Context: an optimization exercise on an open-source flow, tuned for small area, a short achievable clock period and few clock cycles per item. The choices shown serve that exercise and are no tape-out recipe. At most, simulation tests tie the RTL to the original design; equivalence was not proved.

==> v5 <==
## lut_master
module lut_master #(parameter data_width = 16) (
		input wire clk,
		input wire reset,
		input wire req,
		input wire [8 - 1 : 0] lut_handle,
		input wire [data_width - 1 : 0] req_arg,
		output wire [data_width - 1 : 0] data_out,
		output reg valid,
		output reg invalid_request
	);
	wire handle_ok = (lut_handle[8 - 1 : 1] == 0);
	wire is_tanh   = lut_handle[0];
	always @(posedge clk) begin
		if (reset) begin
			invalid_request <= 0;
			valid <= 0;
		end
		else begin
			if (req && !handle_ok)
				invalid_request <= 1;
			valid <= req && handle_ok && !invalid_request;
		end
	end
	wire       mirror = is_tanh ? req_arg[15] : req_arg[13];
	wire       neg    = is_tanh ? req_arg[15] : req_arg[14];
	wire [9:0] pair_a = (is_tanh ? req_arg[14:5] : {1'b0, req_arg[12:4]}) ^ {10{mirror}};
	wire [3:0] frac   = is_tanh ? req_arg[4:1] : req_arg[3:0];
	wire [22:0] k;
	wire [13:0] c1;
	wire [5:0]  c2;
	wire [15:0] ya, yb;
	wire        c7;
	wire [6:0]  lo;
	wire [14:0] delta;
	lut_coef_rom coef (.addr({is_tanh, pair_a[9:4]}), .k(k), .c1(c1), .c2(c2));
	lut_eval eval (
		.k(k), .c1(c1), .c2(c2),
		.is_tanh(is_tanh),
		.xs({req_arg[13], req_arg[7:4]}),
		.xt({req_arg[15], req_arg[8:5]}),
		.mirror(mirror),
		.neg(neg),
		.ya(ya), .yb(yb), .c7(c7), .lo(lo), .delta(delta)
	);
	reg [15:0] ya_r, yb_r;
	reg        c7_r;
	reg [6:0]  lo_r;
	reg [14:0] delta_r;
	reg [3:0]  frac_r;
	reg        mirror_r;
	reg        neg_r;
	always @(posedge clk) begin
		ya_r     <= ya;
		yb_r     <= yb;
		c7_r     <= c7;
		lo_r     <= lo;
		delta_r  <= delta;
		frac_r   <= frac;
		mirror_r <= mirror;
		neg_r    <= neg;
	end
	lut_interp interp (
		.ya(ya_r), .yb(yb_r), .c7(c7_r), .lo(lo_r), .delta(delta_r),
		.frac(frac_r),
		.mirror(mirror_r),
		.neg(neg_r),
		.interpolated(data_out)
	);
endmodule
==> flow/config.mk <==
export PLATFORM = sky130hd
export DESIGN_NAME = lut_master
export DESIGN_NICKNAME = lut_master
export VERILOG_FILES = /design/flow/design.v
export SDC_FILE = /design/flow/constraint.sdc
export NUM_CORES = 4
export LEC_CHECK = 0
export ABC_AREA = 1
export CAP_MARGIN = 20
export CORE_MARGIN = 2
export CORE_UTILIZATION = 45
export PLACE_DENSITY = 0.6
export SLEW_MARGIN = 20
export SYNTH_MEMORY_MAX_BITS = 70000
==> flow/constraint.sdc <==
create_clock -name core_clock -period 8.0 [get_ports {clk}]
set_input_delay 1.6000 -clock core_clock [delete_from_list [all_inputs] [get_ports {clk}]]
set_output_delay 1.6000 -clock core_clock [all_outputs]
set_load 0.01 [all_outputs]
standard.sh (not shown) runs the stock make flow with config.mk's settings and CLKGATE_MAP_FILE= SYNTH_SCRIPT=/design/flow/synth_recipe.tcl, a recipe that flattens the netlist after the stock synthesis.
==> flow/flow/run.sh <==
#!/bin/bash
# Standard layout, with the input and output ports buffered by buf_4 cells
# instead of the delay buffers buffer_ports picks by default.
set -euo pipefail
bash standard.sh "BUFFER_PORTS_ARGS=-buffer_cell sky130_fd_sc_hd__buf_4" finish > make_finish.log 2>&1
==> inputs of v35, as changes to v5 <==
--- a/flow/design.v
+++ b/flow/design.v
@@ -9,12 +9,12 @@
 		input  wire        mirror,
 		input  wire        neg,
 		output wire [15:0] ya,
 		output wire [15:0] yb,
 		output wire        c7,
-		output wire [6:0]  lo,
-		output wire [14:0] delta
+		output wire [7:0]  dh,
+		output wire        e
 	);
 	reg [3:0] tp_s, tp_t;
 	reg [4:0] qp_s, qp_t;
 	reg [3:0] tn_s, tn_t;
 	always @(*) begin
@@ -285,11 +285,10 @@
 	wire nt_94_c = cc[15] & k[22];
 	wire [22:0] nt_a = {nt_93_c, nt_92_c, nt_91_c, nt_90_c, nt_89_c, nt_88_c, nt_87_c, nt_86_c, nt_85_c, nt_84_c, nt_83_c, nt_82_c, nt_81_c, nt_80_c, nt_79_c, nt_78_c, nt_77_c, nt_76_c, nt_75_c, nt_74_c, nt_73_c, nt_72_c, nt_72_s};
 	wire [22:0] nt_b = {nt_94_s, nt_93_s, nt_92_s, nt_91_s, nt_90_s, nt_89_s, nt_88_s, nt_87_s, nt_86_s, nt_85_s, nt_84_s, nt_83_s, nt_82_s, nt_81_s, nt_80_s, nt_79_s, nt_78_s, nt_77_s, nt_76_s, nt_75_s, nt_74_s, nt_73_s, (c2[0] & qp[0])};
 	wire [7:0] s2 = {1'b0, nt_a[6:0]} + {1'b0, nt_b[6:0]};
 	assign c7 = s2[7];
-	assign lo = s2[6:0];
 	assign ya = nt_a[22:7];
 	assign yb = nt_b[22:7];
 	wire dt_0_s = ~tn[3] ^ c1[3] ^ (c2[3] & tn[0]);
 	wire dt_0_c = (~tn[3] & c1[3]) | (~tn[3] & (c2[3] & tn[0])) | (c1[3] & (c2[3] & tn[0]));
 	wire dt_1_s = c1[4] ^ (c2[4] & tn[0]) ^ (c2[3] & tn[1]);
@@ -336,26 +335,28 @@
 	wire dt_21_c = ~tn[3] & c1[12];
 	wire dt_22_s = ~tn[3] ^ c1[13];
 	wire dt_22_c = ~tn[3] & c1[13];
 	wire [14:0] dt_a = {dt_22_c, dt_21_c, dt_20_c, dt_19_c, dt_18_c, dt_17_c, dt_16_c, dt_15_c, dt_14_c, dt_13_c, dt_12_c, dt_11_c, dt_10_c, dt_10_s, c1[0]};
 	wire [14:0] dt_b = {~tn[3], dt_22_s, dt_21_s, dt_20_s, dt_19_s, dt_18_s, dt_17_s, dt_16_s, dt_15_s, dt_14_s, dt_13_s, dt_12_s, dt_11_s, (c2[0] & tn[1]), (c2[0] & tn[0])};
-	assign delta = dt_a + dt_b;
+	wire [14:0] delta = dt_a + dt_b;
+	wire [8:0] s3 = {2'b0, delta[6:0]} + {2'b0, nt_a[6:0]} + {2'b0, nt_b[6:0]};
+	assign dh = delta[14:7];
+	assign e  = s3[7] ^ s2[7];
 endmodule
 module lut_interp (
 		input  wire [15:0] ya,
 		input  wire [15:0] yb,
 		input  wire        c7,
-		input  wire [6:0]  lo,
-		input  wire [14:0] delta,
+		input  wire [7:0]  dh,
+		input  wire        e,
 		input  wire [3:0]  frac,
 		input  wire        mirror,
 		input  wire        neg,
 		output wire [15:0] interpolated
 	);
 	wire dneg = mirror ^ neg;
-	wire [14:0] dsum = delta + {8'd0, lo};
-	wire [7:0] d = dsum[14:7];
+	wire [7:0] d = dh + {7'd0, e};
 	wire ee = dneg & frac[3] & d[0];
 	wire gt_0_s = ya[0] ^ yb[0] ^ c7;
 	wire gt_0_c = (ya[0] & yb[0]) | (ya[0] & c7) | (yb[0] & c7);
 	wire gt_1_s = ((frac[3] & d[1]) ^ mirror) ^ ((frac[2] & d[2]) ^ mirror);
 	wire gt_1_c = ((frac[3] & d[1]) ^ mirror) & ((frac[2] & d[2]) ^ mirror);
@@ -624,41 +625,41 @@
 	wire [22:0] k;
 	wire [13:0] c1;
 	wire [5:0]  c2;
 	wire [15:0] ya, yb;
 	wire        c7;
-	wire [6:0]  lo;
-	wire [14:0] delta;
+	wire [7:0]  dh;
+	wire        e;
 	lut_coef_rom coef (.addr({is_tanh, pair_a[9:4]}), .k(k), .c1(c1), .c2(c2));
 	lut_eval eval (
 		.k(k), .c1(c1), .c2(c2),
 		.is_tanh(is_tanh),
 		.xs({req_arg[13], req_arg[7:4]}),
 		.xt({req_arg[15], req_arg[8:5]}),
 		.mirror(mirror),
 		.neg(neg),
-		.ya(ya), .yb(yb), .c7(c7), .lo(lo), .delta(delta)
+		.ya(ya), .yb(yb), .c7(c7), .dh(dh), .e(e)
 	);
 	reg [15:0] ya_r, yb_r;
 	reg        c7_r;
-	reg [6:0]  lo_r;
-	reg [14:0] delta_r;
+	reg [7:0]  dh_r;
+	reg        e_r;
 	reg [3:0]  frac_r;
 	reg        mirror_r;
 	reg        neg_r;
 	always @(posedge clk) begin
 		ya_r     <= ya;
 		yb_r     <= yb;
 		c7_r     <= c7;
-		lo_r     <= lo;
-		delta_r  <= delta;
+		dh_r     <= dh;
+		e_r      <= e;
 		frac_r   <= frac;
 		mirror_r <= mirror;
 		neg_r    <= neg;
 	end
 	lut_interp interp (
-		.ya(ya_r), .yb(yb_r), .c7(c7_r), .lo(lo_r), .delta(delta_r),
+		.ya(ya_r), .yb(yb_r), .c7(c7_r), .dh(dh_r), .e(e_r),
 		.frac(frac_r),
 		.mirror(mirror_r),
 		.neg(neg_r),
 		.interpolated(data_out)
 	);
==> flow_summary.toml <==
[outcome]
outcome = "no timing/DRC/antenna violations"

[synthesis]
synth_seq_cells = 50
synth_top_cell_area_share_pct = 22.5

[layout]
fill_cells = 2447

[routing]
wl_met1_mm = 19.4
The numbers above come from v35.

==> flow_summary.toml <==
[outcome]
outcome = "no timing/DRC/antenna violations"

[critical_path]
critPathLaunch = "lo_r[5]"

[routing]
wl_met1_mm = 20.3

[global_route]
grtUsageMet1_pct = 44.2
grt.busiest_layer = "met2"

[synthesis]
yosysWarnings = 3
synth_top_cell_area_share_pct = 20.4
The numbers above come from v5.

No functional check of the RTL was part of any run of this note.

* * *

==> job 8967 <==
Another version of the RTL of lut_master (not shown whole).
Settings: LEC_CHECK=0, ABC_AREA=1, CAP_MARGIN=20, CORE_MARGIN=2, CORE_UTILIZATION=45, PLACE_DENSITY=0.6, SLEW_MARGIN=20, SYNTH_MEMORY_MAX_BITS=70000; clock period 8.0 ns.
Scripts as last shown in full above: flow/flow/run.sh
==> job 7699: changes against job 8967 <==
==> flow/run.sh (new file) <==
#!/bin/bash
# synth_recipe.tcl (not shown) runs the flow's synth.tcl, then flattens the netlist and writes it again
# the make line also repeats each setting of config.mk as NAME=value (left out here)
make -C /OpenROAD-flow-scripts/flow DESIGN_CONFIG=/design/flow/config.mk WORK_HOME=/design/flow/orfs CLKGATE_MAP_FILE= SYNTH_SCRIPT=/design/flow/synth_recipe.tcl finish
removed: flow/flow/run.sh
removed: flow/standard.sh
==> comparison table <==
	job 8967	job 7699
Met1 wire length	21870 um	22100 um
Met2 Track Usage GR	69.51%	72.48%
Sequential share of cell area	6.306%	5.720%
DRT Pass-1 Iters	8	6
Measured slew at the worst slew-check pin	1.298 ns	0.9073 ns
CP max FO	10	3
Number of vias after detailed routing	14220	14930
Final weighted congestion of routability-driven global placement	1.190	1.194
Drt via density	6.072	6.000
Result of the run	no timing/DRC/antenna violations	no timing/DRC/antenna violations
Non-Clock Buffer Area Fraction	11.77%	18.68%
No functional check of the RTL was part of any run of this note.

* * *

==> maple <==
lut_master, a different RTL version from the one above (not shown whole).
export LEC_CHECK = 0
export ABC_AREA = 1
export CAP_MARGIN = 20
export CORE_MARGIN = 2
export CORE_UTILIZATION = 45
export PLACE_DENSITY = 0.6
export SLEW_MARGIN = 20
export SYNTH_MEMORY_MAX_BITS = 70000
create_clock -name core_clock -period 8.0 [get_ports {clk}]
==> flow/flow/run.sh <==
#!/bin/bash
# Standard layout, with two changes: the input and output ports are buffered
# by buf_4 cells instead of the delay buffers buffer_ports picks by default,
# and synthesis leaves the adders to abc instead of mapping them to the
# platform's full/half adder cells (the registers are the standard ones).
set -euo pipefail
bash standard.sh "BUFFER_PORTS_ARGS=-buffer_cell sky130_fd_sc_hd__buf_4" "ADDER_MAP_FILE=" finish > make_finish.log 2>&1
==> zinc: changes against maple <==
--- a/flow/design.v
+++ b/flow/design.v
@@ -9,12 +9,11 @@
 		input  wire        mirror,
 		input  wire        neg,
 		output wire [15:0] ya,
 		output wire [15:0] yb,
 		output wire        c7,
-		output wire [7:0]  dh,
-		output wire        e
+		output wire [7:0]  d
 	);
 	reg [3:0] tp_s, tp_t;
 	reg [4:0] qp_s, qp_t;
 	reg [3:0] tn_s, tn_t;
 	always @(*) begin
@@ -331,26 +330,23 @@
 	wire dt_22_c = (~tn[3] & c1[13]) | (~tn[3] & dt_21_c) | (c1[13] & dt_21_c);
 	wire [14:0] dt_a = {dt_22_c, dt_22_s, dt_21_s, dt_20_s, dt_19_s, dt_17_s, dt_13_s, dt_16_s, dt_18_s, dt_14_c, dt_10_s, dt_8_c, dt_8_s, dt_0_s, c1[0]};
 	wire [14:0] dt_b = {~tn[3], 1'b0, 1'b0, 1'b0, 1'b0, 1'b0, dt_16_c, dt_18_c, 1'b0, dt_15_s, dt_14_s, dt_9_s, 1'b0, 1'b0, (c2[0] & tn[0])};
 	wire [14:0] delta = dt_a + dt_b;
 	wire [8:0] s3 = {2'b0, delta[6:0]} + {2'b0, nt_a[6:0]} + {2'b0, nt_b[6:0]};
-	assign dh = delta[14:7];
-	assign e  = s3[7] ^ s2[7];
+	assign d = delta[14:7] + {7'd0, s3[7] ^ s2[7]};
 endmodule
 module lut_interp (
 		input  wire [15:0] ya,
 		input  wire [15:0] yb,
 		input  wire        c7,
-		input  wire [7:0]  dh,
-		input  wire        e,
+		input  wire [7:0]  d,
 		input  wire [3:0]  frac,
 		input  wire        mirror,
 		input  wire        neg,
 		output wire [15:0] interpolated
 	);
 	wire dneg = mirror ^ neg;
-	wire [7:0] d = dh + {7'd0, e};
 	wire ee = dneg & frac[3] & d[0];
 	wire gt_0_s = ya[0] ^ yb[0] ^ c7;
 	wire gt_0_c = (ya[0] & yb[0]) | (ya[0] & c7) | (yb[0] & c7);
 	wire gt_1_s = ((frac[3] & d[1]) ^ mirror) ^ ((frac[2] & d[2]) ^ mirror) ^ ((frac[1] & d[3]) ^ mirror);
 	wire gt_1_c = (((frac[3] & d[1]) ^ mirror) & ((frac[2] & d[2]) ^ mirror)) | (((frac[3] & d[1]) ^ mirror) & ((frac[1] & d[3]) ^ mirror)) | (((frac[2] & d[2]) ^ mirror) & ((frac[1] & d[3]) ^ mirror));
@@ -611,41 +607,38 @@
 	wire [22:0] k;
 	wire [13:0] c1;
 	wire [5:0]  c2;
 	wire [15:0] ya, yb;
 	wire        c7;
-	wire [7:0]  dh;
-	wire        e;
+	wire [7:0]  d;
 	lut_coef_rom coef (.addr({is_tanh, pair_a[9:4]}), .k(k), .c1(c1), .c2(c2));
 	lut_eval eval (
 		.k(k), .c1(c1), .c2(c2),
 		.is_tanh(is_tanh),
 		.xs({req_arg[13], req_arg[7:4]}),
 		.xt({req_arg[15], req_arg[8:5]}),
 		.mirror(mirror),
 		.neg(neg),
-		.ya(ya), .yb(yb), .c7(c7), .dh(dh), .e(e)
+		.ya(ya), .yb(yb), .c7(c7), .d(d)
 	);
 	reg [15:0] ya_r, yb_r;
 	reg        c7_r;
-	reg [7:0]  dh_r;
-	reg        e_r;
+	reg [7:0]  d_r;
 	reg [3:0]  frac_r;
 	reg        mirror_r;
 	reg        neg_r;
 	always @(posedge clk) begin
 		ya_r     <= ya;
 		yb_r     <= yb;
 		c7_r     <= c7;
-		dh_r     <= dh;
-		e_r      <= e;
+		d_r      <= d;
 		frac_r   <= frac;
 		mirror_r <= mirror;
 		neg_r    <= neg;
 	end
 	lut_interp interp (
-		.ya(ya_r), .yb(yb_r), .c7(c7_r), .dh(dh_r), .e(e_r),
+		.ya(ya_r), .yb(yb_r), .c7(c7_r), .d(d_r),
 		.frac(frac_r),
 		.mirror(mirror_r),
 		.neg(neg_r),
 		.interpolated(data_out)
 	);
Settings changed: SETUP_SLACK_MARGIN from default to 2.0.
==> nickel: changes against maple <==
==> flow/flow/run.sh (replaced) <==
#!/bin/bash
# Standard layout, with the input and output ports buffered by buf_4 cells
# instead of the delay buffers buffer_ports picks by default.
set -euo pipefail
bash standard.sh "BUFFER_PORTS_ARGS=-buffer_cell sky130_fd_sc_hd__buf_4" finish > make_finish.log 2>&1
==> indigo: changes against maple <==
--- a/flow/design.v
+++ b/flow/design.v
@@ -9,12 +9,12 @@
 		input  wire        mirror,
 		input  wire        neg,
 		output wire [15:0] ya,
 		output wire [15:0] yb,
 		output wire        c7,
-		output wire [7:0]  dh,
-		output wire        e
+		output wire [6:0]  lo,
+		output wire [14:0] delta
 	);
 	reg [3:0] tp_s, tp_t;
 	reg [4:0] qp_s, qp_t;
 	reg [3:0] tn_s, tn_t;
 	always @(*) begin
@@ -279,10 +279,11 @@
 	wire nt_91_c = (nt_65_c & nt_66_s) | (nt_65_c & nt_89_c) | (nt_66_s & nt_89_c);
 	wire [22:0] nt_a = {nt_90_s, nt_87_s, nt_84_s, nt_79_s, nt_69_s, nt_54_s, nt_68_s, nt_77_c, nt_91_c, nt_91_s, nt_89_s, nt_86_s, nt_82_c, nt_81_c, nt_81_s, nt_88_s, nt_85_s, nt_80_s, nt_70_c, nt_70_s, nt_55_s, nt_1_s, nt_0_s};
 	wire [22:0] nt_b = {1'b0, 1'b0, 1'b0, 1'b0, 1'b0, nt_68_c, nt_78_c, nt_78_s, nt_77_s, 1'b0, 1'b0, 1'b0, nt_83_s, nt_82_s, nt_88_c, 1'b0, 1'b0, 1'b0, nt_71_s, 1'b0, 1'b0, nt_34_s, 1'b0};
 	wire [7:0] s2 = {1'b0, nt_a[6:0]} + {1'b0, nt_b[6:0]};
 	assign c7 = s2[7];
+	assign lo = s2[6:0];
 	assign ya = nt_a[22:7];
 	assign yb = nt_b[22:7];
 	wire dt_0_s = c1[1] ^ (c2[1] & tn[0]) ^ (c2[0] & tn[1]);
 	wire dt_0_c = (c1[1] & (c2[1] & tn[0])) | (c1[1] & (c2[0] & tn[1])) | ((c2[1] & tn[0]) & (c2[0] & tn[1]));
 	wire dt_1_s = c1[2] ^ (c2[2] & tn[0]) ^ (c2[1] & tn[1]);
@@ -329,28 +330,26 @@
 	wire dt_21_c = (~tn[3] & c1[12]) | (~tn[3] & dt_20_c) | (c1[12] & dt_20_c);
 	wire dt_22_s = ~tn[3] ^ c1[13] ^ dt_21_c;
 	wire dt_22_c = (~tn[3] & c1[13]) | (~tn[3] & dt_21_c) | (c1[13] & dt_21_c);
 	wire [14:0] dt_a = {dt_22_c, dt_22_s, dt_21_s, dt_20_s, dt_19_s, dt_17_s, dt_13_s, dt_16_s, dt_18_s, dt_14_c, dt_10_s, dt_8_c, dt_8_s, dt_0_s, c1[0]};
 	wire [14:0] dt_b = {~tn[3], 1'b0, 1'b0, 1'b0, 1'b0, 1'b0, dt_16_c, dt_18_c, 1'b0, dt_15_s, dt_14_s, dt_9_s, 1'b0, 1'b0, (c2[0] & tn[0])};
-	wire [14:0] delta = dt_a + dt_b;
-	wire [8:0] s3 = {2'b0, delta[6:0]} + {2'b0, nt_a[6:0]} + {2'b0, nt_b[6:0]};
-	assign dh = delta[14:7];
-	assign e  = s3[7] ^ s2[7];
+	assign delta = dt_a + dt_b;
 endmodule
 module lut_interp (
 		input  wire [15:0] ya,
 		input  wire [15:0] yb,
 		input  wire        c7,
-		input  wire [7:0]  dh,
-		input  wire        e,
+		input  wire [6:0]  lo,
+		input  wire [14:0] delta,
 		input  wire [3:0]  frac,
 		input  wire        mirror,
 		input  wire        neg,
 		output wire [15:0] interpolated
 	);
 	wire dneg = mirror ^ neg;
-	wire [7:0] d = dh + {7'd0, e};
+	wire [14:0] dsum = delta + {8'd0, lo};
+	wire [7:0] d = dsum[14:7];
 	wire ee = dneg & frac[3] & d[0];
 	wire gt_0_s = ya[0] ^ yb[0] ^ c7;
 	wire gt_0_c = (ya[0] & yb[0]) | (ya[0] & c7) | (yb[0] & c7);
 	wire gt_1_s = ((frac[3] & d[1]) ^ mirror) ^ ((frac[2] & d[2]) ^ mirror) ^ ((frac[1] & d[3]) ^ mirror);
 	wire gt_1_c = (((frac[3] & d[1]) ^ mirror) & ((frac[2] & d[2]) ^ mirror)) | (((frac[3] & d[1]) ^ mirror) & ((frac[1] & d[3]) ^ mirror)) | (((frac[2] & d[2]) ^ mirror) & ((frac[1] & d[3]) ^ mirror));
@@ -611,41 +610,41 @@
 	wire [22:0] k;
 	wire [13:0] c1;
 	wire [5:0]  c2;
 	wire [15:0] ya, yb;
 	wire        c7;
-	wire [7:0]  dh;
-	wire        e;
+	wire [6:0]  lo;
+	wire [14:0] delta;
 	lut_coef_rom coef (.addr({is_tanh, pair_a[9:4]}), .k(k), .c1(c1), .c2(c2));
 	lut_eval eval (
 		.k(k), .c1(c1), .c2(c2),
 		.is_tanh(is_tanh),
 		.xs({req_arg[13], req_arg[7:4]}),
 		.xt({req_arg[15], req_arg[8:5]}),
 		.mirror(mirror),
 		.neg(neg),
-		.ya(ya), .yb(yb), .c7(c7), .dh(dh), .e(e)
+		.ya(ya), .yb(yb), .c7(c7), .lo(lo), .delta(delta)
 	);
 	reg [15:0] ya_r, yb_r;
 	reg        c7_r;
-	reg [7:0]  dh_r;
-	reg        e_r;
+	reg [6:0]  lo_r;
+	reg [14:0] delta_r;
 	reg [3:0]  frac_r;
 	reg        mirror_r;
 	reg        neg_r;
 	always @(posedge clk) begin
 		ya_r     <= ya;
 		yb_r     <= yb;
 		c7_r     <= c7;
-		dh_r     <= dh;
-		e_r      <= e;
+		lo_r     <= lo;
+		delta_r  <= delta;
 		frac_r   <= frac;
 		mirror_r <= mirror;
 		neg_r    <= neg;
 	end
 	lut_interp interp (
-		.ya(ya_r), .yb(yb_r), .c7(c7_r), .dh(dh_r), .e(e_r),
+		.ya(ya_r), .yb(yb_r), .c7(c7_r), .lo(lo_r), .delta(delta_r),
 		.frac(frac_r),
 		.mirror(mirror_r),
 		.neg(neg_r),
 		.interpolated(data_out)
 	);
==> flow/flow/run.sh (replaced) <==
#!/bin/bash
# Standard layout, with the input and output ports buffered by buf_4 cells
# instead of the delay buffers buffer_ports picks by default.
set -euo pipefail
bash standard.sh "BUFFER_PORTS_ARGS=-buffer_cell sky130_fd_sc_hd__buf_4" finish > make_finish.log 2>&1
==> qor summary <==
quantity                                                                         zinc           maple          indigo          nickel
Number of cells in the design after placement                                    2955            2956            2077            2040
Flip-flop and latch count after synthesis                                          40              41              54              41
Sort of element at the end of the critical path                           output port        register     output port        register
Final critical-path share of the clock period                                   78.2%           79.2%           94.1%           97.0%
Result of the run                                                      finished clean  finished clean  finished clean  finished clean
Tmin final                                                                    6250 ps         6340 ps         7530 ps         7760 ps
Required time of the critical path                                            6400 ps         8190 ps         6400 ps         8190 ps
Final cell count without fillers                                                 3059            2965            2086            2048
Final instance area                                                        16300 um^2      13900 um^2      12800 um^2      12300 um^2
Die height                                                                     172 um          175 um          166 um          160 um
Placed cell area                                                           13800 um^2      13700 um^2      12600 um^2      12200 um^2
Weighted congestion at the end of routability-driven global placement            1.12            1.10            1.12            1.20
Synthesized-area fraction occupied by adder cells                             0.0784%         0.0765%           30.6%           32.4%
Grt met3 use                                                                    10.7%           8.49%           6.60%           7.87%
CTS sink cnt                                                                       40              41              54              41
Testbench counts of maple, summed over its fixed seeds: cycles 12,008, items 12,000.
Testbench counts of nickel, summed over its fixed seeds: cycles 12,008, items 12,000.
Only the layout flow was run in zinc and indigo; the RTL was not checked for function there.

==> static timing again, ports no longer ideal <==
No port has a modelled driver above. Below, the same layouts with a new extraction and two added sets of constraints. Step 1 assumes that a clkbuf_16 drives the clock port and a buf_2 every other input. Step 2 also shifts input and output timing later by t, the mid clock arrival at the registers, as if the neighbouring blocks saw the same clock. Three values: no drivers, after step 1, after step 2; two values: the first two.
run	t (ns)	slack for setup (ns)	latest minus earliest clock arrival (ns)	cell pins on the clock port's net
v5	0.380	0.386 / 0.338 / 0.439	0.015 / 0.016	1
v35	0.341	0.308 / 0.331 / -0.010	0.021 / 0.021	1
job 8967	0.339	0.203 / 0.223 / -0.116	0.010 / 0.010	1
job 7699	0.331	0.189 / 0.206 / -0.125	0.008 / 0.008	1
maple	0.356	1.662 / 1.692 / 1.336	0.020 / 0.021	1
zinc	0.348	1.746 / 1.698 / 1.797	0.019 / 0.019	1
nickel	0.331	0.244 / 0.263 / -0.068	0.005 / 0.006	1
indigo	0.356	0.472 / 0.425 / 0.279	0.008 / 0.008	1
With both steps, setup timing fails in v35, job 8967, job 7699 and nickel, where it was met with ideal ports. For maple, which loses most, drivers alone change the setup slack by +0.030 ns; drivers and shift together by -0.326 ns.
